This is an optimization exercise on Yosys and OpenROAD, whose aim is a short achievable clock period and few clock cycles, not a production implementation. At most, simulation tests tie the RTL to the original design; equivalence was not proved. The RTL of runs 1 and 2 was laid out without a check of its function. Power is estimated from default activity; no workload was simulated.

File: config.mk
export PLATFORM = sky130hd
export DESIGN_NAME = Pipeline_top
export DESIGN_NICKNAME = Pipeline_top
export VERILOG_FILES = /design/flow/design.v
export SDC_FILE = /design/flow/constraint.sdc
export NUM_CORES = 4
export LEC_CHECK = 0
export CAP_MARGIN = 20
export CORE_MARGIN = 2
export CORE_UTILIZATION = 40
export SLEW_MARGIN = 20
File: constraint.sdc
create_clock -name core_clock -period 10.0 [get_ports {clk}]
set_input_delay 2.0000 -clock core_clock [delete_from_list [all_inputs] [get_ports {clk}]]
set_output_delay 2.0000 -clock core_clock [all_outputs]
set_load 0.01 [all_outputs]
File: design.v
module Pipeline_top(
    input         clk,
    input         rst,
    output [31:0] imem_addr,
    input  [31:0] imem_rdata,
    output [31:0] dmem_addr,
    output [31:0] dmem_wdata,
    output        dmem_we,
    input  [31:0] dmem_rdata
);
    localparam BB = 4;               
    localparam BN = 1 << BB;         
    localparam TB = 10 - BB;         
    reg  [31:0] pcF;                 
    reg  [BN-1:0] pcI;               
    reg  [31:0] pcOn;                
    reg         vD;
    reg  [31:0] instrD, pcD;
    reg         hitD, predTD;
    reg  [11:0] bimmD;
    reg         regwE, memwE, loadE, brE, predTE;
    reg         bneE;
    reg  [4:0]  rdE;
    reg         addE, subE, andE, orE, sltE;
    reg         fsME, fsLE;
    reg  [31:0] opAE, opBXE, sdE, altE, tgtE;
    reg  [11:0] bimmE;
    reg         aokE;
    reg  [BB-1:0] bidxE;
    reg  [TB-1:0] btagE;
    reg         regwM, memwM, loadM;
    reg  [4:0]  rdM;
    reg  [31:0] aluM, wdM;
    reg         redirM;              
    reg  [31:0] rpcM;
    reg         bupdM, takenM;
    reg  [BB-1:0] bidxM;
    reg  [TB-1:0] btagM;
    reg  [9:0]  btgtM;
    reg  [11:0] bimmM;
    reg         uhitM, utv0M;
    reg  [1:0]  uctr0M;
    reg  [4:0]  ucnt0M, utrp0M;
    reg         regwW;
    reg  [4:0]  rdW;
    reg  [31:0] resW;
    reg  [31:0] rf [1:31];
    reg  [BN-1:0] btb_v;
    reg  [BN-1:0] btb_pred;          
    reg  [BN*TB-1:0] btb_tag;
    reg  [BN*10-1:0] btb_tgt;
    reg  [BN*12-1:0] btb_imm;         
    reg  [BN*2-1:0]  btb_ctr;
    reg  [BN*5-1:0]  btb_cnt;         
    reg  [BN*5-1:0]  btb_trip;        
    reg  [BN-1:0]    btb_tv;          
    assign imem_addr = ~pcOn;
    reg  [BN-1:0] fm;
    reg  [9:0]  f_btgt;
    reg  [11:0] f_bimm;
    integer k;
    always @(*) begin
        f_btgt = 10'd0;
        f_bimm = 12'd0;
        for (k = 0; k < BN; k = k + 1) begin
            fm[k] = btb_v[k] & pcI[k] & (btb_tag[k*TB +: TB] == pcF[11:BB+2]);
            f_btgt = f_btgt | ({10{fm[k]}} & btb_tgt[k*10 +: 10]);
            f_bimm = f_bimm | ({12{fm[k]}} & btb_imm[k*12 +: 12]);
        end
    end
    wire        f_hit   = |fm;
    wire        f_predT = |(fm & btb_pred);
    wire [31:0] pc4F    = pcF + 32'd4;
    wire [6:0] op     = instrD[6:0];
    wire [4:0] rdD    = instrD[11:7];
    wire [2:0] f3     = instrD[14:12];
    wire [4:0] rs1    = instrD[19:15];
    wire [4:0] rs2    = instrD[24:20];
    wire isR = (op == 7'b0110011);
    wire isI = (op == 7'b0010011);
    wire isL = (op == 7'b0000011);
    wire isS = (op == 7'b0100011);
    wire isB = (op == 7'b1100011);
    wire use1 = isR | isI | isL | isS | isB;
    wire regwD = vD & (isR | isI | isL) & (rdD != 5'd0);
    wire [31:0] immI = {{20{instrD[31]}}, instrD[31:20]};
    wire [31:0] immS = {{20{instrD[31]}}, instrD[31:25], instrD[11:7]};
    wire [31:0] immB = {{20{instrD[31]}}, instrD[7], instrD[30:25], instrD[11:8], 1'b0};
    wire aluop = isR | isI;
    wire sltD  = aluop & (f3 == 3'b010);
    wire orD   = aluop & (f3 == 3'b110);
    wire andD  = aluop & (f3 == 3'b111);
    wire addD  = ~(sltD | orD | andD);
    wire subD  = (isR & (f3 == 3'b000) & instrD[30]) | sltD;
    wire [31:0] resM = loadM ? dmem_rdata : aluM;
    wire [31:0] rf1 = (rs1 == 5'd0) ? 32'd0 : (regwW & (rdW == rs1)) ? resW : rf[rs1];
    wire [31:0] rf2 = (rs2 == 5'd0) ? 32'd0 : (regwW & (rdW == rs2)) ? resW : rf[rs2];
    wire fa_m = regwE & (rdE == rs1);
    wire fa_w = regwM & (rdM == rs1);
    wire fs_m = regwE & (rdE == rs2);
    wire fs_w = regwM & (rdM == rs2);
    wire bReg = isR | isB;
    wire fb_m = bReg & fs_m;
    wire [31:0] srcA = fa_w ? resM : rf1;
    wire [31:0] srcS = fs_w ? resM : rf2;
    wire [31:0] srcB = bReg ? srcS : (isS ? immS : immI);
    wire stall = vD & loadE & regwE & ((use1 & (rdE == rs1)) | (bReg & (rdE == rs2)));
    wire [31:0] pc4D    = pcD + 32'd4;
    wire [13:0] tlo     = {1'b0, pcD[12:0]} + {1'b0, immB[12:0]};
    wire [18:0] hiP1    = pcD[31:13] + 19'd1;
    wire [18:0] hiM1    = pcD[31:13] - 19'd1;
    wire        hiSame  = instrD[31] ? tlo[13] : ~tlo[13];
    wire [18:0] thi     = hiSame ? pcD[31:13] : (instrD[31] ? hiM1 : hiP1);
    wire [31:0] tgtD    = {thi, tlo[12:0]};
    wire        staticT = isB & ((f3 == 3'b001) | instrD[31]);
    wire        mismD   = hitD & predTD & ~(isB & (immB[12:1] == bimmD));
    wire        predTD2 = (hitD & ~mismD) ? predTD : staticT;
    wire        id_redirect = vD & ~stall & (mismD | (~hitD & staticT));
    wire [31:0] id_pc   = staticT ? tgtD : pc4D;
    wire killE = redirM;             
    wire [31:0] A  = opAE;
    wire [31:0] BX = opBXE;
    wire [31:0] SD = fsLE ? dmem_rdata : fsME ? aluM : sdE;
    wire [32:0] sum33 = {A, 1'b1} + {BX, subE};
    wire [31:0] sum   = sum33[32:1];
    wire        lt    = (A[31] ^ BX[31]) ? sum[31] : A[31];
    wire [31:0] aluE  = ({32{addE}} & sum) |
                        ({32{andE}} & (A & BX)) |
                        ({32{orE}}  & (A | BX)) |
                        {31'd0, sltE & lt};
    wire eq     = (A == BX);              
    wire takenE = eq ^ bneE;
    wire [31:0] pc_next = redirM      ? rpcM :
                          stall       ? pcF :
                          id_redirect ? id_pc :
                          f_predT     ? {pcF[31:12], f_btgt, 2'b00} : pc4F;
    always @(posedge clk) begin
        pcF  <= rst ? pc_next : 32'd0;
        pcOn <= rst ? ~pc_next : 32'hFFFF_FFFF;
    end
    always @(posedge clk or negedge rst) begin
        if (!rst) pcI <= {{(BN-1){1'b0}}, 1'b1};
        else      pcI <= {{(BN-1){1'b0}}, 1'b1} << pc_next[BB+1:2];
    end
    always @(posedge clk or negedge rst) begin
        if (!rst) begin
            vD <= 1'b0;
        end else if (redirM | id_redirect) begin
            vD <= 1'b0;
        end else if (!stall) begin
            vD <= 1'b1;
        end
    end
    always @(posedge clk) begin
        if (!stall) begin
            instrD <= imem_rdata;
            pcD    <= pcF;
            hitD   <= f_hit;
            predTD <= f_predT;
            bimmD  <= f_bimm;
        end
    end
    wire bubbleE = redirM | stall | ~vD;
    always @(posedge clk or negedge rst) begin
        if (!rst) begin
            regwE <= 1'b0; memwE <= 1'b0; loadE <= 1'b0; brE <= 1'b0;
        end else if (bubbleE) begin
            regwE <= 1'b0; memwE <= 1'b0; loadE <= 1'b0; brE <= 1'b0;
        end else begin
            regwE  <= regwD;
            memwE  <= isS;
            loadE  <= isL;
            brE    <= isB;
        end
    end
    always @(posedge clk) begin
        rdE    <= rdD;
        bneE   <= (f3 == 3'b001);
        predTE <= predTD2;
        addE   <= addD;
        subE   <= subD;
        sltE   <= sltD;
        orE    <= orD;
        andE   <= andD;
        fsME   <= fs_m & ~loadE;
        fsLE   <= fs_m & loadE;
        opAE   <= fa_m ? aluE : srcA;
        opBXE  <= (fb_m ? aluE : srcB) ^ {32{subD}};
        sdE    <= srcS;
        altE   <= predTD2 ? pc4D : tgtD;
        tgtE   <= tgtD;
        bimmE  <= immB[12:1];
        aokE   <= hiSame & (tlo[12] == pcD[12]);
        bidxE  <= pcD[BB+1:2];
        btagE  <= pcD[11:BB+2];
    end
    always @(posedge clk or negedge rst) begin
        if (!rst) begin
            regwM <= 1'b0; loadM <= 1'b0; bupdM <= 1'b0; redirM <= 1'b0;
        end else begin
            regwM  <= regwE & ~killE;
            loadM  <= loadE & ~killE;
            bupdM  <= brE & aokE & ~killE;
            redirM <= brE & (takenE ^ predTE) & ~killE;
        end
    end
    always @(posedge clk) begin
        memwM  <= rst & memwE & ~killE;
        rdM    <= rdE;
        aluM   <= aluE;
        wdM    <= SD;
        rpcM   <= altE;
        takenM <= takenE;
        bidxM  <= bidxE;
        btagM  <= btagE;
        btgtM  <= tgtE[11:2];
        bimmM  <= bimmE;
    end
    assign dmem_addr  = aluM;
    assign dmem_wdata = wdM;
    assign dmem_we    = memwM;
    always @(posedge clk or negedge rst) begin
        if (!rst) regwW <= 1'b0;
        else      regwW <= regwM;
    end
    always @(posedge clk) begin
        rdW  <= rdM;
        resW <= resM;
    end
    always @(posedge clk) begin
        if (regwW) rf[rdW] <= resW;
    end
    wire [1:0] u_ctr = ~uhitM ? {2{takenM}} :
                       takenM ? ((uctr0M == 2'b11) ? 2'b11 : uctr0M + 2'b01) :
                                ((uctr0M == 2'b00) ? 2'b00 : uctr0M - 2'b01);
    wire [4:0] u_cnt = ~takenM ? 5'd0 :
                       ~uhitM ? 5'd1 :
                       (ucnt0M == 5'd31) ? 5'd31 : ucnt0M + 5'd1;
    wire [4:0] u_trp = (uhitM & ~takenM) ? ucnt0M : utrp0M;
    wire       u_tv  = uhitM & (takenM ? utv0M : (ucnt0M != 5'd31));
    wire       u_pred = (bimmM[11] & u_tv) ? (u_cnt != u_trp) : u_ctr[1];
    wire same = bupdM & (bidxM == bidxE);
    integer w;
    always @(posedge clk) begin
        uhitM  <= same ? (btagM == btagE) : (btb_v[bidxE] & (btb_tag[bidxE*TB +: TB] == btagE));
        uctr0M <= same ? u_ctr : btb_ctr[bidxE*2 +: 2];
        ucnt0M <= same ? u_cnt : btb_cnt[bidxE*5 +: 5];
        utrp0M <= same ? u_trp : btb_trip[bidxE*5 +: 5];
        utv0M  <= same ? u_tv  : btb_tv[bidxE];
    end
    always @(posedge clk or negedge rst) begin
        if (!rst) btb_v <= {BN{1'b0}};
        else if (bupdM) btb_v[bidxM] <= 1'b1;
    end
    always @(posedge clk) begin
        for (w = 0; w < BN; w = w + 1) begin
            if (bupdM && bidxM == w) begin
                btb_tag[w*TB +: TB] <= btagM;
                btb_tgt[w*10 +: 10] <= btgtM;
                btb_imm[w*12 +: 12] <= bimmM;
                btb_ctr[w*2 +: 2]   <= u_ctr;
                btb_cnt[w*5 +: 5]   <= u_cnt;
                btb_trip[w*5 +: 5]  <= u_trp;
                btb_tv[w]           <= u_tv;
                btb_pred[w]         <= u_pred;
            end
        end
    end
endmodule
File: flow/run.sh
#!/bin/bash
# Standard ORFS layout with a larger setup-slack target for the timing repair
# steps (the constraints and clock period are the standard flow's own).
set -euo pipefail
bash standard.sh SETUP_SLACK_MARGIN=7 finish > standard_flow.log 2>&1
File: standard.sh
#!/bin/bash
# synth_recipe.tcl (not shown) runs the flow's synth.tcl, then flattens the netlist and writes it again
# the make line also repeats each setting of config.mk as NAME=value (left out here)
make -C /OpenROAD-flow-scripts/flow DESIGN_CONFIG=/design/flow/config.mk WORK_HOME=/design/flow/orfs CLKGATE_MAP_FILE= SYNTH_SCRIPT=/design/flow/synth_recipe.tcl "${@:-finish}"
==> qor.yml, run 1 <==
outcome: "timing/DRC/antenna clean"
yosys_warnings: 1
clkPwrFrac_pct: 38.7
grt_overflow: 0
root_buffer: "clkbuf_16"
tightest_slew_ns: 1.29
drive_gt1_share_pct: 37.0
synth_common_cells: "1,742 x edfxtp_1, 645 x mux4_2, 425 x dfxtp_1"
grt_pass1_wl_um: 465000
fin_area_sq_mm: 0.121
holdWs_ns: 0.322
dpl-instance-area_sq_mm: 0.102
antenna_left: 0
maxSlewHeadroom_pct: 11.3
portBuffers: 162
internal-power_w: 0.0167
fill_cells: 19400
cts_tree: "yes"
max_freq_mhz: 290
synth_edf_count: 1742
dp_hpwl_um: 177000
rows: 180
initial_core_util_pct: 40.2
vias: 63500
drc: 0
num-nets-final: 6867
routed_wl_um: 340000
cts_max_path_buffers: 3
multi_input_area_sq_mm: 0.0372
power_frac_seq_pct: 50.2
ioPinCount: 163
fp.coreArea_sq_mm: 0.241
grt_max_degree: 65
yosys.area.top_type: "edfxtp_1"
wl_per_cell_um: 33.7
netSwitchingFraction_pct: 25.8
placedCellCount: 9202
synth_most_common_cell: "edfxtp_1"
first_pass_iters: 7
fp.dieH_um: 496
finalCriticalPeriod_ns: 3.45
clock-sinks: 2209
worstSetupStartpointType: "register"
cp_slowest_cell: "dfxtp_4"
fp.dieArea_sq_mm: 0.246
finalHoldViolations: 0
synth.area.top_cells: "edfxtp_1 54%, mux4_2 15%, dfxtp_1 8.8%"
syn_nets: 6273
slowest_delay_ns: 0.39
slew_viol_final: 0
synth_cells: 6103
cp.arrival_ns: 1.45
clk_latency_ns: 0.90
postLayoutCoreUtil_pct: 50.4
critPathBufInv: 2
synth.yosys.seq_area_share_pct: 63.9
async_flop_share_pct: 1.90
yosysUniqueCellTypes: 90
power_switching_w: 0.00580
powerDensity_mw_per_mm2: 185
drt_iter0_drc: 9513
grt_pass1_vias: 60700
syn_avg_cell_area_sq_um: 15.9
layoutNonFillerInstCount: 10100
p_leak_nw: 42.0
regArea_sq_mm: 0.0622
area_growth_pct: 25.3
peakVddDrop_mv: 0.168
required_ns: 8.00
worstPathCellList: "inv_2, buf_6"
share_comb_of_total_power_pct: 11.1
cts_made_buffers: 223
synth.cell_area_sq_mm: 0.0968
worstHoldPathType: "reg2reg"
grt.total_usage_pct: 26.8
crit_type: "reg2out"
synth_top_area_share_pct: 54.0
synth_flop_cell: "edfxtp_1"
endpoint_kind: "primary output"
cp_max_fo: 1
grt_antenna_before_repair: 13
fin_crit_sh_pct: 34.5
gp_congestion: 0.869
synth_seq_cells: 2209
cpLargestDelayFamily: "flip-flops"
drv_cap: 0
finalSetupViolCount: 0
postCtsHoldBufs: 0
rsz0062_at_grt: "true"
h-tree-depth: 4
via_per_inst: 6.30
clock_skew_ns: 0.0663
die_w_um: 496
clk_pin_slew_ns: 0.06
setup_tns_ns: 0
## worst paths after layout
check | start | end | slack (ns) | depth (start not counted)
worst max-delay path | pcOn[29] | imem_addr[29] | 6.55 | 2
worst min-delay path | tgtE[9] | btgtM[7] | 0.32 | 0
max in group asynchronous | rst | redirM | 8.02 | 2
min in group asynchronous | rst | pcI[10] | 1.14 | 1
worst max register to register | register | opBXE[10] | 6.61 | 16
worst min register to register | tgtE[9] | btgtM[7] | 0.32 | 0
## metrics by stage
step | power, W | setup WS (ns)
detailed placement | 0.0132 | 5.39
global placement | 0.0132 | 5.36
global route | 0.0230 | 6.51
CTS | 0.0222 | 6.50
finish | 0.0225 | 6.55
floorplan | 0.0121 | 6.85
## sequential cells by signal, summed over array words and instances (netlist names), 80 cells and up, named ones only
signal and count:
btb_tgt 160, btb_imm 192, btb_tag 96, btb_cnt 80, btb_trip 80, rf 992
## kinds of logic (layout without fill, tap and decap cells)
| group | Yosys count | after routing | synth area share [%] |
|---|---|---|---|
| AND/OR/NAND/NOR | 1032 | 1039 | 5.07 |
| adder cells (fa/ha/maj) | 104 | 104 | 1.37 |
| multiplexers | 889 | 889 | 17.6 |
| flip-flops | 2209 | 2209 | 63.9 |
| AO/OA/AOI/OAI | 1019 | 1021 | 7.04 |
| buffers and inverters | 576 | 1357 | 2.56 |
| other | 0 | 9 | 0 |
| XOR/XNOR | 274 | 274 | 2.48 |
## worst reg2reg max path: cells and delay by family (launching register included)
| family | cells | cell delay (ns) |
|---|---|---|
| XOR/XNOR | 1 | 0.08 |
| AND/OR/NAND/NOR | 1 | 0.13 |
| AO/OA/AOI/OAI | 4 | 0.59 |
| multiplexers | 3 | 1.23 |
| flip-flops | 1 | 0.36 |
| buffers and inverters | 7 | 0.93 |
## per-layer routing
metal | GRT usage (%) | part of all wire [%] | up-vias
met4 | 11.8 | 5.1 | 6
li1 | - | - | 25400
met5 | 0 | 0.011 | -
met1 | 36.3 | 38 | 33100
met3 | 6.35 | 11 | 837
met2 | 41.2 | 46 | 4116
## cells in the final DEF (no fill, tap or decap), types with 30 or more instances in the layout
| cell | count |
|---|---|
| buf_4 | 312 |
| mux2i_1 | 195 |
| nor2_2 | 34 |
| dfxtp_1 | 284 |
| clkinv_2 | 51 |
| xor2_2 | 40 |
| ha_1 | 75 |
| a21oi_4 | 35 |
| xnor2_1 | 99 |
| a22oi_1 | 160 |
| edfxtp_1 | 1742 |
| inv_1 | 151 |
| dfxtp_4 | 49 |
| buf_6 | 149 |
| clkbuf_1 | 42 |
| dfxtp_2 | 92 |
| nand2_1 | 305 |
| o21ai_0 | 97 |
| a21o_1 | 41 |
| and3_1 | 34 |
| a21oi_1 | 128 |
| a211oi_1 | 85 |
| nor2_4 | 43 |
| a21oi_2 | 68 |
| mux4_2 | 645 |
| buf_16 | 72 |
| o21ai_1 | 30 |
| dfrtp_1 | 39 |
| clkbuf_16 | 244 |
| nand3_1 | 81 |
| inv_2 | 34 |
| buf_12 | 85 |
| xor2_1 | 105 |
| o21a_1 | 45 |
| nor2_1 | 201 |
| clkdlybuf4s50_1 | 64 |
## cell type report
class | instances | share of cell area (%)
multi-input combinational | 3327 | 30.6
clock inverter | 129 | 1.21
tap | 3185 | 3.29
clock buffer | 292 | 5.06
inverter | 190 | 0.602
antenna | 9 | 0.0186
sequential | 2209 | 51.3
timing repair buffer | 746 | 7.93
## power groups by stage
stage / combinational, W / clock, W / sequential [W]
2_1_floorplan: 0.00102 / 0 / 0.0111
3_3_place_gp: 0.00176 / 0 / 0.0114
3_5_place_dp: 0.00177 / 0 / 0.0114
4_1_cts: 0.00222 / 0.00876 / 0.0113
5_1_grt: 0.00258 / 0.00911 / 0.0113
6_report: 0.00250 / 0.00870 / 0.0113
## timing repair
action | in CTS | in global routing
gates cloned | 72 | 18
endpoints found under the setup margin | 358 | 1048
setup buffers | 212 | 153
pin swaps | 119 | 252
gates resized for setup | 1262 | 521
==> inputs of run 2 (changes only) <==
--- a/design.v
+++ b/design.v
@@ -18,2 +18,3 @@
     reg  [31:0] instrD, pcD;
+    reg         pdB, pdT, pdBS;      
     reg         hitD, predTD;
@@ -73,2 +74,3 @@
     wire [31:0] pc4F    = pcF + 32'd4;
+    wire        f_isB   = (imem_rdata[6:0] == 7'b1100011);
     wire [6:0] op     = instrD[6:0];
@@ -87,3 +89,2 @@
     wire [31:0] immS = {{20{instrD[31]}}, instrD[31:25], instrD[11:7]};
-    wire [31:0] immB = {{20{instrD[31]}}, instrD[7], instrD[30:25], instrD[11:8], 1'b0};
     wire aluop = isR | isI;
@@ -108,10 +109,13 @@
     wire [31:0] pc4D    = pcD + 32'd4;
-    wire [13:0] tlo     = {1'b0, pcD[12:0]} + {1'b0, immB[12:0]};
+    wire [12:0] immBt   = {pdBS, instrD[7], instrD[30:25], instrD[11:8], 1'b0};
+    wire [13:0] tlo     = {1'b0, pcD[12:0]} + {1'b0, immBt};
     wire [18:0] hiP1    = pcD[31:13] + 19'd1;
     wire [18:0] hiM1    = pcD[31:13] - 19'd1;
-    wire        hiSame  = instrD[31] ? tlo[13] : ~tlo[13];
-    wire [18:0] thi     = hiSame ? pcD[31:13] : (instrD[31] ? hiM1 : hiP1);
+    wire        hiSame  = pdBS ? tlo[13] : ~tlo[13];
+    wire [18:0] thiC1   = pdBS ? pcD[31:13] : hiP1;      
+    wire [18:0] thiC0   = pdBS ? hiM1 : pcD[31:13];      
+    wire [18:0] thi     = tlo[13] ? thiC1 : thiC0;
     wire [31:0] tgtD    = {thi, tlo[12:0]};
-    wire        staticT = isB & ((f3 == 3'b001) | instrD[31]);
-    wire        mismD   = hitD & predTD & ~(isB & (immB[12:1] == bimmD));
+    wire        staticT = pdT;
+    wire        mismD   = hitD & predTD & ~(pdB & (immBt[12:1] == bimmD));
     wire        predTD2 = (hitD & ~mismD) ? predTD : staticT;
@@ -156,2 +160,5 @@
             instrD <= imem_rdata;
+            pdB    <= f_isB;
+            pdT    <= f_isB & ((imem_rdata[14:12] == 3'b001) | imem_rdata[31]);
+            pdBS   <= f_isB & imem_rdata[31];
             pcD    <= pcF;
@@ -191,3 +198,3 @@
         tgtE   <= tgtD;
-        bimmE  <= immB[12:1];
+        bimmE  <= immBt[12:1];
         aokE   <= hiSame & (tlo[12] == pcD[12]);
==> qor.yml, run 2 <==
crit_type: "reg2reg"
busiest_layer: "met2"
required_ns: 10.79
grt_overflow: 0
setup_tns_ns: 0
share_comb_of_total_power_pct: 10.0
antenna_left: 0
rsz0062_at_grt: "true"
reg_top3: "rf x992, btb_imm x192, btb_tgt x160"
initial_core_util_pct: 40.3
outcome: "timing/DRC/antenna clean"
yosys_warnings: 1
finalHoldViolations: 0
cts_max_path_buffers: 3
final_cell_mix: "1,745 x edfxtp_1, 637 x mux4_2, 303 x dfxtp_1"
clock_skew_ns: 0.0323
endpoint_kind: "register"
cp_max_fo: 5
area_growth_pct: 21.9
synth_cells: 6123
grt_antenna_before_repair: 19
synth_flop_cell: "edfxtp_1"
num-nets-final: 6770
synth_seq_cells: 2212
synth.cell_area_sq_mm: 0.0971
clk_pin_slew_ns: 0.07
cts_made_buffers: 218
dp_hpwl_um: 181000
synth.yosys.seq_area_share_pct: 63.8
largest_reg_flops: 992
gp_congestion: 0.910
worstSetupStartpointType: "register"
root_buffer: "clkbuf_16"
slowest_delay_ns: 0.44
finalSetupViolCount: 0
internal-power_w: 0.0163
power_switching_w: 0.00548
tightest_slew_ns: 1.16
powerDensity_mw_per_mm2: 184
clkPwrFrac_pct: 38.5
wl_per_cell_um: 33.6
async_flop_share_pct: 1.90
top_register: "rf"
drt_iter0_drc: 8704
grt_pass1_vias: 61200
drv_cap: 0
critPathBufInv: 2
fp.dieArea_sq_mm: 0.247
use_met3_pct: 5.46
cp_slowest_cell: "a311o_2"
postLayoutCoreUtil_pct: 49.1
power_frac_seq_pct: 51.5
postCtsHoldBufs: 0
grt_max_degree: 72
synth_top_area_share_pct: 54.0
first_pass_iters: 6
via_per_inst: 6.30
slew_viol_final: 0
cts_tree: "yes"
synth_edf_count: 1745
fp.dieH_um: 497
yosys.area.top_type: "edfxtp_1"
layout_commonest_cell: "edfxtp_1"
yosysUniqueCellTypes: 95
fp.coreArea_sq_mm: 0.241
p_leak_nw: 40.2
drc: 0
cp.arrival_ns: 4.26
peakVddDrop_mv: 0.201
synth_most_common_cell: "edfxtp_1"
rows: 180
use_met2_pct: 40.5
grt_util_met1_pct: 36.1
syn_avg_cell_area_sq_um: 15.9
portBuffers: 162
drive_gt1_share_pct: 33.3
h-tree-depth: 4
vias: 63100
routed_wl_um: 337000
synth.area.top_cells: "edfxtp_1 54%, mux4_2 15%, dfxtp_1 8.8%"
max_freq_mhz: 288
clock-sinks: 2212
grt_pass1_wl_um: 463000
maxSlewHeadroom_pct: 21.6
worstHoldPathType: "reg2reg"
netSwitchingFraction_pct: 25.2
fin_crit_sh_pct: 34.7
syn_nets: 6277
synth_common_cells: "1,745 x edfxtp_1, 637 x mux4_2, 425 x dfxtp_1"
worstPathCellList: "buf_6, ha_4, fa_2, a211oi_4, o21ai_2, a311o_2, a21boi_4, buf_12, nor2_4, mux2i_4, or3_1, a311o_1, and3_1"
grt.total_usage_pct: 26.6
cpLargestDelayFamily: "compound AO/OA/AOI/OAI gates"
finalCriticalPeriod_ns: 3.47
ioPinCount: 163
die_w_um: 497
clk_latency_ns: 0.90
==> run 2: cell types whose count changed after synthesis, sizes merged, moves of 16 or more <==
cell,previous run,this run
nand2b,33,15
mux2,25,44
clkbuf,244,269
inv,189,154
nand2,333,306
o221ai,45,29
a22o,6,44
a21oi,229,184
a22oi,169,111
nand4,28,51
a211oi,110,170
nor3,45,65
a221oi,12,39
nor2,278,294
==> run 2: power groups by stage <==
| stage | clock network [W] | logic [W] | registers, W |
|---|---|---|---|
| finish | 0.00839 | 0.00218 | 0.0112 |
| global route | 0.00878 | 0.00228 | 0.0112 |
| CTS | 0.00845 | 0.00201 | 0.0112 |
| detailed placement | 0 | 0.00169 | 0.0114 |
| global placement | 0 | 0.00168 | 0.0114 |
| floorplan | 0 | 0.00102 | 0.0111 |
==> run 2: layout make-up <==
type / instances / area [sq um]
flip-flops and latches: 2212 / 62200
clock inverters: 128 / 1240
well taps: 3185 / 3990
fillers: 19900 / 123000
inverters: 157 / 634
repair buffers: 663 / 7910
diodes: 9 / 22.5
multi-input cells: 3364 / 36300
clock buffers: 288 / 6040
==> run 2: cell families (layout without fill, tap and decap cells) <==
family                   Yosys count  count (layout)  share of synthesized area (%)
buffers and inverters            563            1236                           2.50
XOR/XNOR                         270             270                           2.44
flip-flops                      2212            2212                           63.8
AO/OA/AOI/OAI                   1034            1037                           7.35
multiplexers                     888             888                           17.4
adder cells (fa/ha/maj)           88              88                           1.15
AND/OR/NAND/NOR                 1068            1081                           5.32
other                              0               9                              0
==> run 2: worst register-to-register path, cell delays in order (launching register included) <==
cell and delay, ns:
edfxtp_1 0.39, buf_6 0.17, ha_4 0.18, fa_2 0.40, a211oi_4 0.28, o21ai_2 0.09
a311o_2 0.44, a21boi_4 0.21, buf_12 0.17, nor2_4 0.07, mux2i_4 0.21, or3_1 0.32
a311o_1 0.30, and3_1 0.15
==> run 2: worst paths after layout <==
path | cells past startpoint | to | start | slack, ns
worst max-delay path | 13 | pcF[31] | instrD[8] | 6.53
worst min-delay path | 0 | rpcM[23] | altE[23] | 0.32
worst max register to register | 13 | pcF[31] | instrD[8] | 6.53
worst min register to register | 0 | rpcM[23] | altE[23] | 0.32
max in group asynchronous | 2 | loadM | rst | 8.46
min in group asynchronous | 2 | pcI[1] | rst | 1.17
==> run 2: stage by stage <==
step / setup slack, ns / std cells / instance area, sq um / total power (W) / hold slack, ns
floorplan: 6.85 / 6123 / 97200 / 0.0121 / 0.310
global placement: 5.04 / 9210 / 102000 / 0.0130 / 0.310
detailed placement: 4.98 / 9211 / 102000 / 0.0131 / 0.312
CTS: 6.52 / 9879 / 116000 / 0.0216 / 0.317
global route: 6.49 / 10000 / 118000 / 0.0223 / 0.324
finish: 6.53 / 10000 / 118000 / 0.0218 / 0.321
==> run 2: what timing repair did <==
action | CTS | global route
gates cloned | 53 | 22
pin swaps | 170 | 153
setup endpoints to repair | 882 | 379
resized for setup | 1159 | 311
setup buffers | 199 | 95
==> run 2: metal layers <==
metal | share of wire (%) | routed length, um | vias up
met4 | 6.0 | 20000 | 2
met3 | 11 | 35500 | 782
met2 | 45 | 152000 | 3926
met5 | 0.0033 | 11 | -
met1 | 38 | 129000 | 32900
li1 | - | - | 25500
==> inputs of run 3 (changes only) <==
--- a/design.v
+++ b/design.v
@@ -13,5 +13,6 @@
     localparam TB = 10 - BB;         
-    reg  [31:0] pcF;                 
+    reg  [31:0] pcFn;                
     reg  [BN-1:0] pcI;               
-    reg  [31:0] pcOn;                
+    reg  [31:0] pcO;                 
+    wire [31:0] pcF = ~pcFn;
     reg         vD;
@@ -19,2 +20,5 @@
     reg         pdB, pdT, pdBS;      
+    reg  [31:1] rs1oh, rs2oh;        
+    reg         stallR;              
+    reg  [13:0] tloD;                
     reg         hitD, predTD;
@@ -33,5 +37,3 @@
     reg  [4:0]  rdM;
-    reg  [31:0] aluM, wdM;
-    reg         redirM;              
-    reg  [31:0] rpcM;
+    reg  [31:0] aluO, aluMn, wdM;    
     reg         bupdM, takenM;
@@ -47,3 +49,3 @@
     reg  [31:0] resW;
-    reg  [31:0] rf [1:31];
+    reg  [32*32-1:0] rf;             
     reg  [BN-1:0] btb_v;
@@ -57,3 +59,3 @@
     reg  [BN-1:0]    btb_tv;          
-    assign imem_addr = ~pcOn;
+    assign imem_addr = pcO;
     reg  [BN-1:0] fm;
@@ -75,2 +77,8 @@
     wire        f_isB   = (imem_rdata[6:0] == 7'b1100011);
+    wire [31:0] f_rs1oh = 32'd1 << imem_rdata[19:15];
+    wire [6:0]  f_op    = imem_rdata[6:0];
+    wire        f_use1  = (f_op == 7'b0110011) | (f_op == 7'b0010011) | (f_op == 7'b0000011) |
+                          (f_op == 7'b0100011) | (f_op == 7'b1100011);
+    wire        f_bReg  = (f_op == 7'b0110011) | (f_op == 7'b1100011);
+    wire [31:0] f_rs2oh = 32'd1 << imem_rdata[24:20];
     wire [6:0] op     = instrD[6:0];
@@ -85,3 +93,2 @@
     wire isB = (op == 7'b1100011);
-    wire use1 = isR | isI | isL | isS | isB;
     wire regwD = vD & (isR | isI | isL) & (rdD != 5'd0);
@@ -95,5 +102,16 @@
     wire subD  = (isR & (f3 == 3'b000) & instrD[30]) | sltD;
+    wire [31:0] aluM = ~aluMn;
     wire [31:0] resM = loadM ? dmem_rdata : aluM;
-    wire [31:0] rf1 = (rs1 == 5'd0) ? 32'd0 : (regwW & (rdW == rs1)) ? resW : rf[rs1];
-    wire [31:0] rf2 = (rs2 == 5'd0) ? 32'd0 : (regwW & (rdW == rs2)) ? resW : rf[rs2];
+    reg  [31:0] rd1, rd2;
+    integer r;
+    always @(*) begin
+        rd1 = 32'd0;
+        rd2 = 32'd0;
+        for (r = 1; r < 32; r = r + 1) begin
+            rd1 = rd1 | ({32{rs1oh[r]}} & rf[r*32 +: 32]);
+            rd2 = rd2 | ({32{rs2oh[r]}} & rf[r*32 +: 32]);
+        end
+    end
+    wire [31:0] rf1 = (regwW & (rdW == rs1) & (rs1 != 5'd0)) ? resW : rd1;
+    wire [31:0] rf2 = (regwW & (rdW == rs2) & (rs2 != 5'd0)) ? resW : rd2;
     wire fa_m = regwE & (rdE == rs1);
@@ -107,6 +125,6 @@
     wire [31:0] srcB = bReg ? srcS : (isS ? immS : immI);
-    wire stall = vD & loadE & regwE & ((use1 & (rdE == rs1)) | (bReg & (rdE == rs2)));
+    wire stall = stallR;
     wire [31:0] pc4D    = pcD + 32'd4;
     wire [12:0] immBt   = {pdBS, instrD[7], instrD[30:25], instrD[11:8], 1'b0};
-    wire [13:0] tlo     = {1'b0, pcD[12:0]} + {1'b0, immBt};
+    wire [13:0] tlo     = tloD;          
     wire [18:0] hiP1    = pcD[31:13] + 19'd1;
@@ -123,3 +141,2 @@
     wire [31:0] id_pc   = staticT ? tgtD : pc4D;
-    wire killE = redirM;             
     wire [31:0] A  = opAE;
@@ -136,3 +153,5 @@
     wire takenE = eq ^ bneE;
-    wire [31:0] pc_next = redirM      ? rpcM :
+    wire mpx     = bneE ^ predTE;
+    wire ex_redirect = eq ? (brE & ~mpx) : (brE & mpx);
+    wire [31:0] pc_next = ex_redirect ? altE :
                           stall       ? pcF :
@@ -141,4 +160,4 @@
     always @(posedge clk) begin
-        pcF  <= rst ? pc_next : 32'd0;
-        pcOn <= rst ? ~pc_next : 32'hFFFF_FFFF;
+        pcO  <= rst ? pc_next : 32'd0;
+        pcFn <= rst ? ~pc_next : 32'hFFFF_FFFF;
     end
@@ -151,3 +170,3 @@
             vD <= 1'b0;
-        end else if (redirM | id_redirect) begin
+        end else if (ex_redirect | id_redirect) begin
             vD <= 1'b0;
@@ -163,2 +182,6 @@
             pdBS   <= f_isB & imem_rdata[31];
+            tloD   <= {1'b0, pcF[12:0]} + {1'b0, f_isB & imem_rdata[31], imem_rdata[7],
+                                            imem_rdata[30:25], imem_rdata[11:8], 1'b0};
+            rs1oh  <= f_rs1oh[31:1];
+            rs2oh  <= f_rs2oh[31:1];
             pcD    <= pcF;
@@ -169,3 +192,9 @@
     end
-    wire bubbleE = redirM | stall | ~vD;
+    always @(posedge clk or negedge rst) begin
+        if (!rst) stallR <= 1'b0;
+        else      stallR <= ~stall & ~ex_redirect & ~id_redirect & regwD & isL &
+                            ((f_use1 & (imem_rdata[19:15] == rdD)) |
+                             (f_bReg & (imem_rdata[24:20] == rdD)));
+    end
+    wire bubbleE = ex_redirect | stall | ~vD;
     always @(posedge clk or negedge rst) begin
@@ -205,16 +234,15 @@
         if (!rst) begin
-            regwM <= 1'b0; loadM <= 1'b0; bupdM <= 1'b0; redirM <= 1'b0;
+            regwM <= 1'b0; loadM <= 1'b0; bupdM <= 1'b0;
         end else begin
-            regwM  <= regwE & ~killE;
-            loadM  <= loadE & ~killE;
-            bupdM  <= brE & aokE & ~killE;
-            redirM <= brE & (takenE ^ predTE) & ~killE;
-        end
-    end
-    always @(posedge clk) begin
-        memwM  <= rst & memwE & ~killE;
+            regwM  <= regwE;
+            loadM  <= loadE;
+            bupdM  <= brE & aokE;
+        end
+    end
+    always @(posedge clk) begin
+        memwM  <= rst & memwE;
         rdM    <= rdE;
-        aluM   <= aluE;
+        aluO   <= aluE;
+        aluMn  <= ~aluE;
         wdM    <= SD;
-        rpcM   <= altE;
         takenM <= takenE;
@@ -225,3 +253,3 @@
     end
-    assign dmem_addr  = aluM;
+    assign dmem_addr  = aluO;
     assign dmem_wdata = wdM;
@@ -236,4 +264,6 @@
     end
-    always @(posedge clk) begin
-        if (regwW) rf[rdW] <= resW;
+    integer wr;
+    always @(posedge clk) begin
+        for (wr = 1; wr < 32; wr = wr + 1)
+            if (regwW && rdW == wr) rf[wr*32 +: 32] <= resW;
     end
--- a/config.mk
+++ b/config.mk
@@ -9,3 +9,3 @@
 export CORE_MARGIN = 2
-export CORE_UTILIZATION = 40
+export CORE_UTILIZATION = 62
 export SLEW_MARGIN = 20
==> qor.yml, run 3 <==
worstPathCellList: "buf_12, buf_16, buf_4, xnor2_4, nor4_4, and2_4, buf_12, a221oi_4, nand3_4, o311a_4, o31a_1, buf_4, a22oi_2, nor2_1"
grt_max_degree: 72
synth_compound_area_share_pct: 14.4
setup_tns_ns: 0
layout_commonest_cell: "edfxtp_1"
cp.arrival_ns: 4.11
synth_common_cells: "1,820 x edfxtp_1, 539 x a22oi_1, 415 x dfxtp_1"
synthMuxAreaShare_pct: 3.59
drv_cap: 0
use_met3_pct: 17.4
clock-sinks: 2277
antenna_left: 0
grt_pass1_vias: 66300
drive_gt1_share_pct: 22.9
synth_edf_count: 1820
portBuffers: 162
synth_cells: 6579
largest_reg_flops: 992
worstSetupStartpointType: "register"
clock_skew_ns: 0.0327
finalHoldViolations: 0
maxSlewHeadroom_pct: 20.0
first_pass_iters: 19
via_per_inst: 7.64
cp_slowest_cell: "o311a_4"
finalSetupViolCount: 0
finalCriticalPeriod_ns: 3.37
syn_nets: 6733
wl_per_cell_um: 39.6
routed_wl_um: 363000
powerDensity_mw_per_mm2: 199
clk_pin_slew_ns: 0.07
tightest_slew_ns: 1.20
yosys.area.top_type: "edfxtp_1"
drc: 0
yosys_warnings: 1
fin_area_sq_mm: 0.112
clk_latency_ns: 0.88
cts_tree: "yes"
area_growth_pct: 19.6
dpl-instance-area_sq_mm: 0.0980
place_ws_ns: 5.15
crit_type: "reg2reg"
yosys.area_share.simple_pct: 6.99
p_leak_nw: 38.7
setup_slack_ns: 6.63
slew_viol_final: 0
fp.dieArea_sq_mm: 0.154
postCtsHoldBufs: 0
cts_made_buffers: 222
max_freq_mhz: 297
synth_xor_area_share_pct: 2.78
busiest_layer: "met2"
layoutNonFillerInstCount: 9189
synth_fa_ha_area_share_pct: 1.20
syn_avg_cell_area_sq_um: 14.2
peakVddDrop_mv: 0.192
grt_antenna_before_repair: 19
gp_congestion: 0.969
synth_flop_cell: "edfxtp_1"
initial_core_util_pct: 62.4
dp_hpwl_um: 188000
cp_max_fo: 11
grt.total_usage_pct: 46.1
slowest_delay_ns: 0.41
holdWs_ns: 0.330
rsz0062_at_grt: "true"
synth.yosys.seq_area_share_pct: 68.5
fin_crit_sh_pct: 33.7
h-tree-depth: 4
yosysUniqueCellTypes: 98
drt_iter0_drc: 15100
synth_top_area_share_pct: 58.5
synth_top_family_by_area: "compound AO/OA/AOI/OAI gates"
fill_cells: 9313
placedCellCount: 8553
grt_overflow: 0
fp.coreArea_sq_mm: 0.150
outcome: "timing/DRC/antenna clean"
cts_max_path_buffers: 3
synth_most_common_cell: "edfxtp_1"
required_ns: 10.74
synth.cell_area_sq_mm: 0.0935
root_buffer: "clkbuf_16"
vias: 70200
top_register: "rf"
rows: 142
use_met2_pct: 67.3
reg_top3: "rf x992, btb_imm x192, btb_tgt x160"
async_flop_share_pct: 1.84
die_w_um: 392
synth_seq_cells: 2277
final_cell_mix: "1,820 x edfxtp_1, 528 x a22oi_1, 341 x nand2_1"
grt_util_met1_pct: 57.0
fp.dieH_um: 392
worstHoldPathType: "reg2reg"
num-nets-final: 7124
ioPinCount: 163
synth.area.top_cells: "edfxtp_1 58%, dfxtp_1 8.9%, a22oi_1 4.3%"
endpoint_kind: "register"
grt_pass1_wl_um: 492000
-- run 3: cell types whose count changed after synthesis, sizes merged, moves of 64 or more --
cell    previous run  this run
mux4             637       100
a22oi            111       539
a221oi            39       269
a22o              44       271
mux2i            207        73
xnor2            109       221
nand4             51       158
a211oi           170        74
xor2             161        76
edfxtp          1745      1820
a222oi             0        64
-- run 3: per-stage QoR --
| stage | utilization (%) | total power (W) |
|---|---|---|
| 2_1_floorplan | - | 0.0125 |
| 3_3_place_gp | 65.4 | 0.0135 |
| 3_5_place_dp | 65.4 | 0.0135 |
| 4_1_cts | 72.9 | 0.0219 |
| 5_1_grt | 74.6 | 0.0227 |
| 6_report | 74.6 | 0.0222 |
-- run 3: cell type report --
type	instances	area (sq um)	share of cell area, %
antenna	12	30.0	0.0269
tap	2016	2520	2.26
sequential	2277	64200	57.4
timing repair buffer	574	5890	5.27
multi-input combinational	3693	31100	27.8
clock inverter	120	1230	1.10
clock buffer	295	6090	5.45
inverter	202	771	0.689
-- run 3: critical path, delay by kind of cell, from the launching register on --
kind            cells  cell delay (ns)
xor+xnor            1             0.18
buf+inv             5             0.77
simple gates        4             0.50
flops               1             0.36
compound gates      4             1.39
-- run 3: routing by layer --
metal	routed length (um)	share of wire [%]
met2	155000	43
met5	482	0.13
met1	116000	32
met3	58000	16
met4	33800	9.3
-- run 3: timing repair --
action / in CTS / in global routing
endpoints found under the hold margin: 0 / 0
gates resized for setup: 1061 / 412
gates cloned: 19 / 7
pin swaps: 125 / 168
setup buffers: 92 / 91
setup endpoints to repair: 380 / 480
-- run 3: worst paths after layout --
path / from / to / slack [ns] / cells past startpoint
hold / removal: tgtE[8] / btgtM[6] / 0.33 / 0
min in group asynchronous: rst / memwE / 1.39 / 2
setup reg to reg: pcFn[7] / pcI[3] / 6.63 / 14
max in group asynchronous: rst / stallR / 7.97 / 2
setup / recovery: pcFn[7] / pcI[3] / 6.63 / 14
hold reg to reg: tgtE[8] / btgtM[6] / 0.33 / 0
-- run 3: logic make-up (layout without fill, tap and decap cells) --
group	Yosys count	in the layout
mux	206	206
compound gates	1773	1773
simple gates	1323	1328
flops	2277	2277
xor+xnor	297	297
other cells	0	12
fa+ha+maj	89	89
buf+inv	614	1191
-- run 3: where the power goes --
| group | switching (W) | leakage, nW | internal, W |
|---|---|---|---|
| combinational | 0.00137 | 14.4 | 0.000784 |
| sequential | 0.000538 | 20.7 | 0.0111 |
| clock | 0.00370 | 3.58 | 0.00476 |
| total | 0.00560 | 38.7 | 0.0166 |
Testbench counts of run 3, summed over its fixed seeds: cycles 94,733.
==> inputs of run 4 (changes only) <==
--- a/config.mk
+++ b/config.mk
@@ -9,3 +9,3 @@
 export CORE_MARGIN = 2
-export CORE_UTILIZATION = 62
+export CORE_UTILIZATION = 40
 export SLEW_MARGIN = 20
==> qor.yml, run 4 <==
antenna_left: 0
clk_pin_slew_ns: 0.07
fin_crit_sh_pct: 34.0
gp_congestion: 0.914
reg2reg_slack_ns: 6.66
fill_cells: 19600
drc: 0
finalHoldViolations: 0
cts_made_buffers: 222
outcome: "timing/DRC/antenna clean"
netSwitchingFraction_pct: 25.9
tightest_slew_ns: 1.19
yosys.area.top_type: "edfxtp_1"
synth_common_cells: "1,820 x edfxtp_1, 539 x a22oi_1, 415 x dfxtp_1"
cp.arrival_ns: 1.40
grt_overflow: 0
initial_core_util_pct: 40.2
finalCriticalPeriod_ns: 3.40
p_leak_nw: 38.9
num-nets-final: 7165
fp.dieH_um: 487
grt.total_usage_pct: 30.8
finalSetupViolCount: 0
wl_per_cell_um: 37.1
reg2reg_from: "rs1oh[24]"
crit_type: "reg2out"
use_met2_pct: 45.5
synth_cells: 6579
root_buffer: "clkbuf_16"
clock-sinks: 2277
startpoint: "wdM[1]"
synth_flop_cell: "edfxtp_1"
postCtsHoldBufs: 0
r2r_end: "opAE[24]"
ioPinCount: 163
clock_skew_ns: 0.0441
hold_depth: 0
via_per_inst: 6.79
largest_reg_flops: 992
rr_worst_depth: 9
area_growth_pct: 21.6
synth.yosys.seq_area_share_pct: 68.5
yosys_warnings: 1
grt_pass1_vias: 66200
grt_antenna_before_repair: 25
drive_gt1_share_pct: 23.7
rows: 177
routed_wl_um: 381000
power_switching_w: 0.00581
final_cell_mix: "1,820 x edfxtp_1, 529 x a22oi_1, 344 x nand2_1"
busiest_layer: "met2"
yosysUniqueCellTypes: 98
layout_commonest_cell: "edfxtp_1"
dp_hpwl_um: 203000
grt_pass1_wl_um: 516000
cts_tree: "yes"
cpLargestDelayFamily: "flip-flops"
synth.cell_area_sq_mm: 0.0935
worstPathCellList: "buf_6"
share_comb_of_total_power_pct: 10.6
portBuffers: 162
async_flop_share_pct: 1.84
first_pass_iters: 13
power.total_w: 0.0224
die_w_um: 487
worstHoldPathType: "reg2reg"
hold_path_end: "bimmM[9]"
max_freq_mhz: 294
synth_edf_count: 1820
maxSlewHeadroom_pct: 19.8
synth_seq_cells: 2277
slew_viol_final: 0
top_register: "rf"
vias: 69700
grt_max_degree: 67
powerDensity_mw_per_mm2: 197
clk_latency_ns: 0.91
synth_most_common_cell: "edfxtp_1"
peakVddDrop_mv: 0.188
use_met3_pct: 10.2
drt_iter0_drc: 14200
fp.dieArea_sq_mm: 0.238
grt_util_met1_pct: 38.8
min_from: "bimmE[9]"
fp.coreArea_sq_mm: 0.233
reg_top3: "rf x992, btb_imm x192, btb_tgt x160"
rsz0062_at_grt: "true"
cp_slowest_cell: "dfxtp_4"
synth.area.top_cells: "edfxtp_1 58%, dfxtp_1 8.9%, a22oi_1 4.3%"
slowest_delay_ns: 0.39
syn_avg_cell_area_sq_um: 14.2
setup_tns_ns: 0
cp_max_fo: 1
syn_nets: 6733
drv_cap: 0
critPathBufInv: 1
h-tree-depth: 4
required_ns: 8.00
worstSetupStartpointType: "register"
endpoint_kind: "primary output"
synth_top_area_share_pct: 58.5
clkPwrFrac_pct: 37.7
internal-power_w: 0.0166
cts_max_path_buffers: 3
postLayoutCoreUtil_pct: 48.9
power_frac_seq_pct: 51.7
[run 4: logic make-up (layout without fill, tap and decap cells)]
logic type / Yosys count / count (layout) / synth area share, %
xor gates and xnor gates: 297 / 297 / 2.78
other: 0 / 15 / 0
AOI/OAI and AO/OA: 1773 / 1773 / 14.4
muxes: 206 / 206 / 3.59
DFF: 2277 / 2277 / 68.5
and+or+nand+nor: 1323 / 1326 / 6.99
adders and majority gates: 89 / 89 / 1.20
buffers and inverters: 614 / 1232 / 2.55
[run 4: power groups by stage]
stage / registers (W) / clock network [W] / logic, W
floorplan: 0.0117 / 0 / 0.000810
global placement: 0.0117 / 0 / 0.00187
detailed placement: 0.0117 / 0 / 0.00189
CTS: 0.0116 / 0.00845 / 0.00209
global route: 0.0116 / 0.00883 / 0.00244
finish: 0.0116 / 0.00845 / 0.00237
[run 4: per-stage QoR]
stage	hold WS, ns	instances	cell area [sq um]	setup WS (ns)
2_1_floorplan	0.310	6579	93600	6.05
3_3_place_gp	0.313	9599	99400	5.29
3_5_place_dp	0.315	9599	99500	5.34
4_1_cts	0.320	10100	111000	6.58
5_1_grt	0.313	10300	114000	6.58
6_report	0.312	10300	114000	6.60
[run 4: layer usage]
metal / vias up / share of wire, %
met3: 1666 / 15
li1: 27100 / -
met1: 34500 / 35
met2: 6367 / 43
met5: - / 0.053
met4: 18 / 8.1
[run 4: cell type report]
cell class / instances / area (sq um) / share of cell area [%]
Antenna cell: 15 / 37.5 / 0.0330
Clock buffer: 290 / 5990 / 5.27
Clock inverter: 123 / 1230 / 1.08
Inverter: 202 / 773 / 0.680
Multi-Input combinational cell: 3691 / 31200 / 27.4
Sequential cell: 2277 / 64300 / 56.5
Tap cell: 3043 / 3810 / 3.35
Timing Repair Buffer: 617 / 6390 / 5.62
[run 4: worst max-delay path by stage]
| stage | end | slack (ns) | depth (start not counted) |
|---|---|---|---|
| 3_5_place_dp | tloD[11] | 5.34 | 13 |
| 5_1_grt | dmem_addr[9] | 6.58 | 1 |
| 6_report | dmem_wdata[1] | 6.60 | 1 |
| 2_1_floorplan | tloD[13] | 6.05 | 12 |
| 3_3_place_gp | tloD[13] | 5.29 | 13 |
| 4_1_cts | dmem_wdata[15] | 6.58 | 1 |
[run 4: repair_timing]
action | in CTS | in global routing
gates resized for setup | 1126 | 446
pin swaps | 100 | 183
setup buffers | 97 | 114
gates cloned | 13 | 6
setup endpoints to repair | 468 | 343
==> inputs of run 5 (changes only) <==
--- a/config.mk
+++ b/config.mk
@@ -9,3 +9,3 @@
 export CORE_MARGIN = 2
-export CORE_UTILIZATION = 40
+export CORE_UTILIZATION = 55
 export SLEW_MARGIN = 20
==> qor.yml, run 5 <==
layout_commonest_cell: "edfxtp_1"
drt_iter0_drc: 13800
die_w_um: 416
fp.dieArea_sq_mm: 0.173
synth_top_family_by_area: "compound AO/OA/AOI/OAI gates"
min_from: "tgtE[3]"
postCtsHoldBufs: 0
synth.yosys.seq_area_share_pct: 68.5
r2r_end: "pcI[14]"
clk_pin_slew_ns: 0.07
peakVddDrop_mv: 0.242
synth_cells: 6579
yosysUniqueCellTypes: 98
wl_per_cell_um: 40.3
ioPinCount: 163
rr_worst_depth: 17
syn_avg_cell_area_sq_um: 14.2
first_pass_iters: 13
clock_skew_ns: 0.0481
fp.coreArea_sq_mm: 0.169
area_growth_pct: 20.9
cts_max_path_buffers: 3
drive_gt1_share_pct: 23.5
endpoint_kind: "primary output"
synth_xor_area_share_pct: 2.78
h-tree-depth: 4
reg2reg_from: "pcFn[10]"
final_cell_mix: "1,820 x edfxtp_1, 532 x a22oi_1, 343 x nand2_1"
top_register: "rf"
cts_made_buffers: 224
initial_core_util_pct: 55.3
worstSetupStartpointType: "register"
drc: 0
rows: 151
setup_tns_ns: 0
drv_cap: 0
maxSlewHeadroom_pct: 15.0
synth.area.top_cells: "edfxtp_1 58%, dfxtp_1 8.9%, a22oi_1 4.3%"
slew_viol_final: 0
cts_tree: "yes"
cp_max_fo: 1
synthMuxAreaShare_pct: 3.59
powerDensity_mw_per_mm2: 197
routed_wl_um: 382000
tightest_slew_ns: 1.27
synth_common_cells: "1,820 x edfxtp_1, 539 x a22oi_1, 415 x dfxtp_1"
root_buffer: "clkbuf_16"
cp.arrival_ns: 1.37
via_per_inst: 7.37
placedCellCount: 8778
synth_seq_cells: 2277
hold_depth: 0
rsz0062_at_grt: "true"
grt_pass1_vias: 66200
outcome: "timing/DRC/antenna clean"
yosys.area_share.simple_pct: 6.99
layoutNonFillerInstCount: 9477
finalCriticalPeriod_ns: 3.37
grt_antenna_before_repair: 29
fin_crit_sh_pct: 33.7
p_leak_nw: 39.2
syn_nets: 6733
worstHoldPathType: "reg2reg"
synth.cell_area_sq_mm: 0.0935
postLayoutCoreUtil_pct: 66.8
hold_path_end: "btgtM[1]"
clock-sinks: 2277
max_freq_mhz: 297
grt_overflow: 0
worstPathCellList: "buf_6"
synth_top_area_share_pct: 58.5
synth_compound_area_share_pct: 14.4
synth_fa_ha_area_share_pct: 1.20
fp.dieH_um: 416
antenna_left: 0
largest_reg_flops: 992
gp_congestion: 0.964
reg_top3: "rf x992, btb_imm x192, btb_tgt x160"
async_flop_share_pct: 1.84
crit_type: "reg2out"
synth_most_common_cell: "edfxtp_1"
critPathBufInv: 1
yosys_warnings: 1
grt_max_degree: 71
grt.total_usage_pct: 42.5
grt_pass1_wl_um: 512000
required_ns: 8.00
vias: 69800
finalHoldViolations: 0
slowest_delay_ns: 0.37
reg2reg_slack_ns: 6.72
cpLargestDelayFamily: "flip-flops"
portBuffers: 162
finalSetupViolCount: 0
synth_flop_cell: "edfxtp_1"
clk_latency_ns: 0.92
cp_slowest_cell: "dfxtp_4"
synth_edf_count: 1820
num-nets-final: 7200
yosys.area.top_type: "edfxtp_1"
dp_hpwl_um: 199000
[run 5: cell counts after synthesis]
Identical to the previous run, type by type.
[run 5: timing repair]
item	in CTS	in global routing
setup buffers	131	102
setup endpoints to repair	353	413
cloned	19	8
pin swaps	129	183
gates resized for setup	1077	407
[run 5: stage by stage]
| stage | instance area (sq um) | hold slack, ns | setup slack (ns) | power [W] |
|---|---|---|---|---|
| after floorplan | 93600 | 0.310 | 6.05 | 0.0125 |
| after global placement | 98400 | 0.312 | 5.28 | 0.0135 |
| after detailed placement | 98400 | 0.312 | 5.28 | 0.0136 |
| after CTS | 110000 | 0.329 | 6.58 | 0.0220 |
| after global routing | 113000 | 0.334 | 6.61 | 0.0228 |
| final | 113000 | 0.331 | 6.63 | 0.0223 |
[run 5: kinds of logic after synthesis]
| kind of cell | Yosys count |
|---|---|
| AO/OA/AOI/OAI | 1773 |
| XOR/XNOR | 297 |
| adder cells (fa/ha/maj) | 89 |
| buffers and inverters | 614 |
| flip-flops | 2277 |
| multiplexers | 206 |
| AND/OR/NAND/NOR | 1323 |
[run 5: how the worst max path moves through the flow]
stage,start,end,slack (ns),cells after the start
global route,pcO[10],imem_addr[10],6.61,1
finish,pcO[10],imem_addr[10],6.63,1
CTS,pcO[10],imem_addr[10],6.58,1
global placement,imem_rdata[8],tloD[13],5.28,13
floorplan,imem_rdata[8],tloD[13],6.05,12
detailed placement,imem_rdata[8],tloD[11],5.28,13
[run 5: layout make-up]
class	instances	area, sq um
Antenna cell	13	32.5
Timing Repair Buffer	645	6500
Tap cell	2218	2780
Clock inverter	107	1160
Clock buffer	319	6230
Fill cell	12000	56100
Sequential cell	2277	64200
Inverter	202	779
Multi-Input combinational cell	3696	31300
[run 5: power by group]
part,internal (W),switching [W]
combinational,0.000789,0.00141
clock,0.00473,0.00380
sequential,0.0111,0.000515
[run 5: per-layer routing]
| layer | share of wire [%] | vias to the layer above | GRT usage [%] |
|---|---|---|---|
| li1 | - | 27300 | - |
| met1 | 34 | 34400 | 53.3 |
| met2 | 43 | 6334 | 64.1 |
| met3 | 14 | 1846 | 13.1 |
| met4 | 8.9 | 24 | 27.9 |
| met5 | 0.052 | - | 0.222 |
==> inputs of run 6 (changes only) <==
--- a/config.mk
+++ b/config.mk
@@ -10,2 +10,4 @@
 export CORE_UTILIZATION = 55
+export CTS_CLUSTER_DIAMETER = 80
+export CTS_CLUSTER_SIZE = 20
 export SLEW_MARGIN = 20
==> qor.yml, run 6 <==
synth.cell_area_sq_mm: 0.0935
required_ns: 10.59
clock-sinks: 2277
synth_seq_cells: 2277
synth_cells: 6579
yosys.area_share.simple_pct: 6.99
maxSlewHeadroom_pct: 18.8
syn_avg_cell_area_sq_um: 14.2
clk_pin_slew_ns: 0.09
antenna_left: 0
max_freq_mhz: 298
power.total_w: 0.0199
routed_wl_um: 378000
dp_hpwl_um: 199000
yosys.area.top_type: "edfxtp_1"
fp.dieArea_sq_mm: 0.173
vias: 68800
drc: 0
top_register: "rf"
drt_iter0_drc: 13100
synth_flop_cell: "edfxtp_1"
powerDensity_mw_per_mm2: 183
area_growth_pct: 16.8
critPathMostFrequentCell: "a21oi_2"
h-tree-depth: 4
drive_gt1_share_pct: 21.6
cts_max_path_buffers: 3
met1_length_um: 129000
die_w_um: 416
synth.area.top_cells: "edfxtp_1 58%, dfxtp_1 8.9%, a22oi_1 4.3%"
final_cell_mix: "1,820 x edfxtp_1, 534 x a22oi_1, 340 x nand2_1"
grt_max_degree: 71
cp_max_fo: 2
synth_most_common_cell: "edfxtp_1"
worstHoldPathType: "reg2reg"
yosys_warnings: 1
dr_wl_met3_um: 50700
place_ws_ns: 5.28
postCtsHoldBufs: 0
synth_edf_count: 1820
fp.dieH_um: 416
critPathBufInv: 1
rsz0062_at_grt: "true"
drv_cap: 0
worstSetupStartpointType: "primary input"
gp_congestion: 0.964
largest_reg_flops: 992
cpLargestDelayFamily: "compound AO/OA/AOI/OAI gates"
cp_slowest_cell: "fa_2"
fin_crit_sh_pct: 33.6
dpl-instance-area_sq_mm: 0.0984
top_layer_used: "met5"
grt_pass1_wl_um: 508000
root_buffer: "clkbuf_16"
endpoint_kind: "register"
synthMuxAreaShare_pct: 3.59
reg_top3: "rf x992, btb_imm x192, btb_tgt x160"
setup_tns_ns: 0
portBuffers: 162
finalSetupViolCount: 0
rows: 151
worstPathCellList: "buf_8, ha_4, fa_2, a21o_1, a21oi_2, o21bai_1, a21oi_2, nor2b_1, o21a_1, o21ai_1, nand2b_1, a21oi_2, xnor2_1"
async_flop_share_pct: 1.84
cts_made_buffers: 140
p_leak_nw: 37.4
finalHoldViolations: 0
first_pass_iters: 10
clk_latency_ns: 0.86
fp.coreArea_sq_mm: 0.169
via_per_inst: 7.45
num-nets-final: 7067
grt_pass1_vias: 64800
clock_skew_ns: 0.0342
tightest_slew_ns: 1.22
fin_area_sq_mm: 0.109
yosysUniqueCellTypes: 98
layout_commonest_cell: "edfxtp_1"
outcome: "timing/DRC/antenna clean"
synth_compound_area_share_pct: 14.4
slew_viol_final: 0
wl_per_cell_um: 40.9
synth_top_family_by_area: "compound AO/OA/AOI/OAI gates"
grt_antenna_before_repair: 25
cp.arrival_ns: 3.95
cts_tree: "yes"
ioPinCount: 163
dr_wl_met2_um: 164000
synth_top_area_share_pct: 58.5
synth_xor_area_share_pct: 2.78
peakVddDrop_mv: 0.188
synth_common_cells: "1,820 x edfxtp_1, 539 x a22oi_1, 415 x dfxtp_1"
postLayoutCoreUtil_pct: 64.6
grt_overflow: 0
synth_fa_ha_area_share_pct: 1.20
setup_slack_ns: 6.64
initial_core_util_pct: 55.3
finalCriticalPeriod_ns: 3.36
synth.yosys.seq_area_share_pct: 68.5
syn_nets: 6733
crit_type: "in2reg"
grt.total_usage_pct: 42.2
slowest_delay_ns: 0.34
## run 6: cell counts after synthesis
Identical to the previous run, type by type.
## run 6: cells by family after synthesis
logic type | after synthesis
DFF | 2277
AOI/OAI and AO/OA | 1773
and+or+nand+nor | 1323
buffers and inverters | 614
xor gates and xnor gates | 297
muxes | 206
adders and majority gates | 89
## run 6: worst reg2reg max path, delay by kind of cell (launching register included)
family | cells | cell delay, ns
simple gates | 7 | 1.35
buf+inv | 3 | 0.65
flops | 1 | 0.57
compound gates | 2 | 0.36
xor+xnor | 1 | 0.26
## run 6: final timing paths
check | startpoint | to | slack, ns | depth (start not counted)
max | imem_rdata[8] | tloD[11] | 6.64 | 13
min | tgtE[3] | btgtM[1] | 0.33 | 0
max reg2reg | pcFn[10] | pcI[9] | 6.73 | 13
min reg2reg | tgtE[3] | btgtM[1] | 0.33 | 0
max in group asynchronous | rst | btb_v[9] | 8.35 | 2
min in group asynchronous | rst | memwE | 1.21 | 2
## run 6: repair_timing
| item | in CTS | in global routing |
|---|---|---|
| endpoints found under the setup margin | 344 | 386 |
| setup buffers | 107 | 79 |
| pin swaps | 98 | 176 |
| cloned | 19 | 6 |
| gates resized for setup | 1050 | 400 |
## run 6: layout make-up
cell class              instances  area [sq um]
clock inverters                35           385
repair buffers                597          5990
well taps                    2218          2780
multi-input cells            3695         31000
inverters                     202           777
diodes                         13          32.5
flip-flops and latches       2277         64200
clock buffers                 202          3960
fillers                     12300         59900
## run 6: per-layer routing
layer  track usage [%]  up-vias
met1              53.1    34200
met3              12.5     1678
met4              28.7       22
li1                  -    26800
met2              63.3     6072
met5             0.222        -
## run 6: power by group
part | switching, W | internal (W) | leakage [nW]
clock | 0.00326 | 0.00290 | 2.10
combinational | 0.00140 | 0.000792 | 14.5
sequential | 0.000514 | 0.0111 | 20.7
total | 0.00518 | 0.0147 | 37.4
## run 6: through the flow
stage          cells  hold WS [ns]
5_1_grt         9232         0.338
3_3_place_gp    8778         0.312
4_1_cts         9141         0.335
3_5_place_dp    8778         0.312
6_report        9239         0.334
2_1_floorplan   6579         0.310

[static timing again, ports no longer ideal]
The results above use ideal ports. As a check the final layouts listed here were re-extracted and re-timed, cells and wires unchanged.
Step 1, drivers: a clkbuf_16 drives clk and a buf_2 each remaining input, both assumed.
Step 2 times the ports against the registers' clock, not the clock port: input delays grow and output delays shrink by t, the midpoint of the rising clock arrivals with the driver on.
a / b / c = ideal / step 1 / step 2; a / b = the first two.
run	t, ns	setup WS [ns]	slew at the worst register clock pin (ns)	worst slew at a driven data input, ns
run 1	0.958	6.546 / 6.456 / 5.733	0.07 / 0.07	0.24
run 2	0.968	6.532 / 6.457 / 6.030	0.07 / 0.07	0.19
run 3	0.946	6.631 / 6.565 / 5.759	0.07 / 0.07	0.14
run 4	0.962	6.599 / 6.510 / 5.836	0.07 / 0.07	0.17
run 5	0.983	6.629 / 6.536 / 5.824	0.07 / 0.07	0.15
run 6	0.918	6.639 / 6.581 / 5.761	0.09 / 0.09	0.15
After both steps setup and hold are still met in every run listed. The setup slack of run 6, which loses most, moves by -0.058 ns with the drivers and by -0.878 ns with both steps.
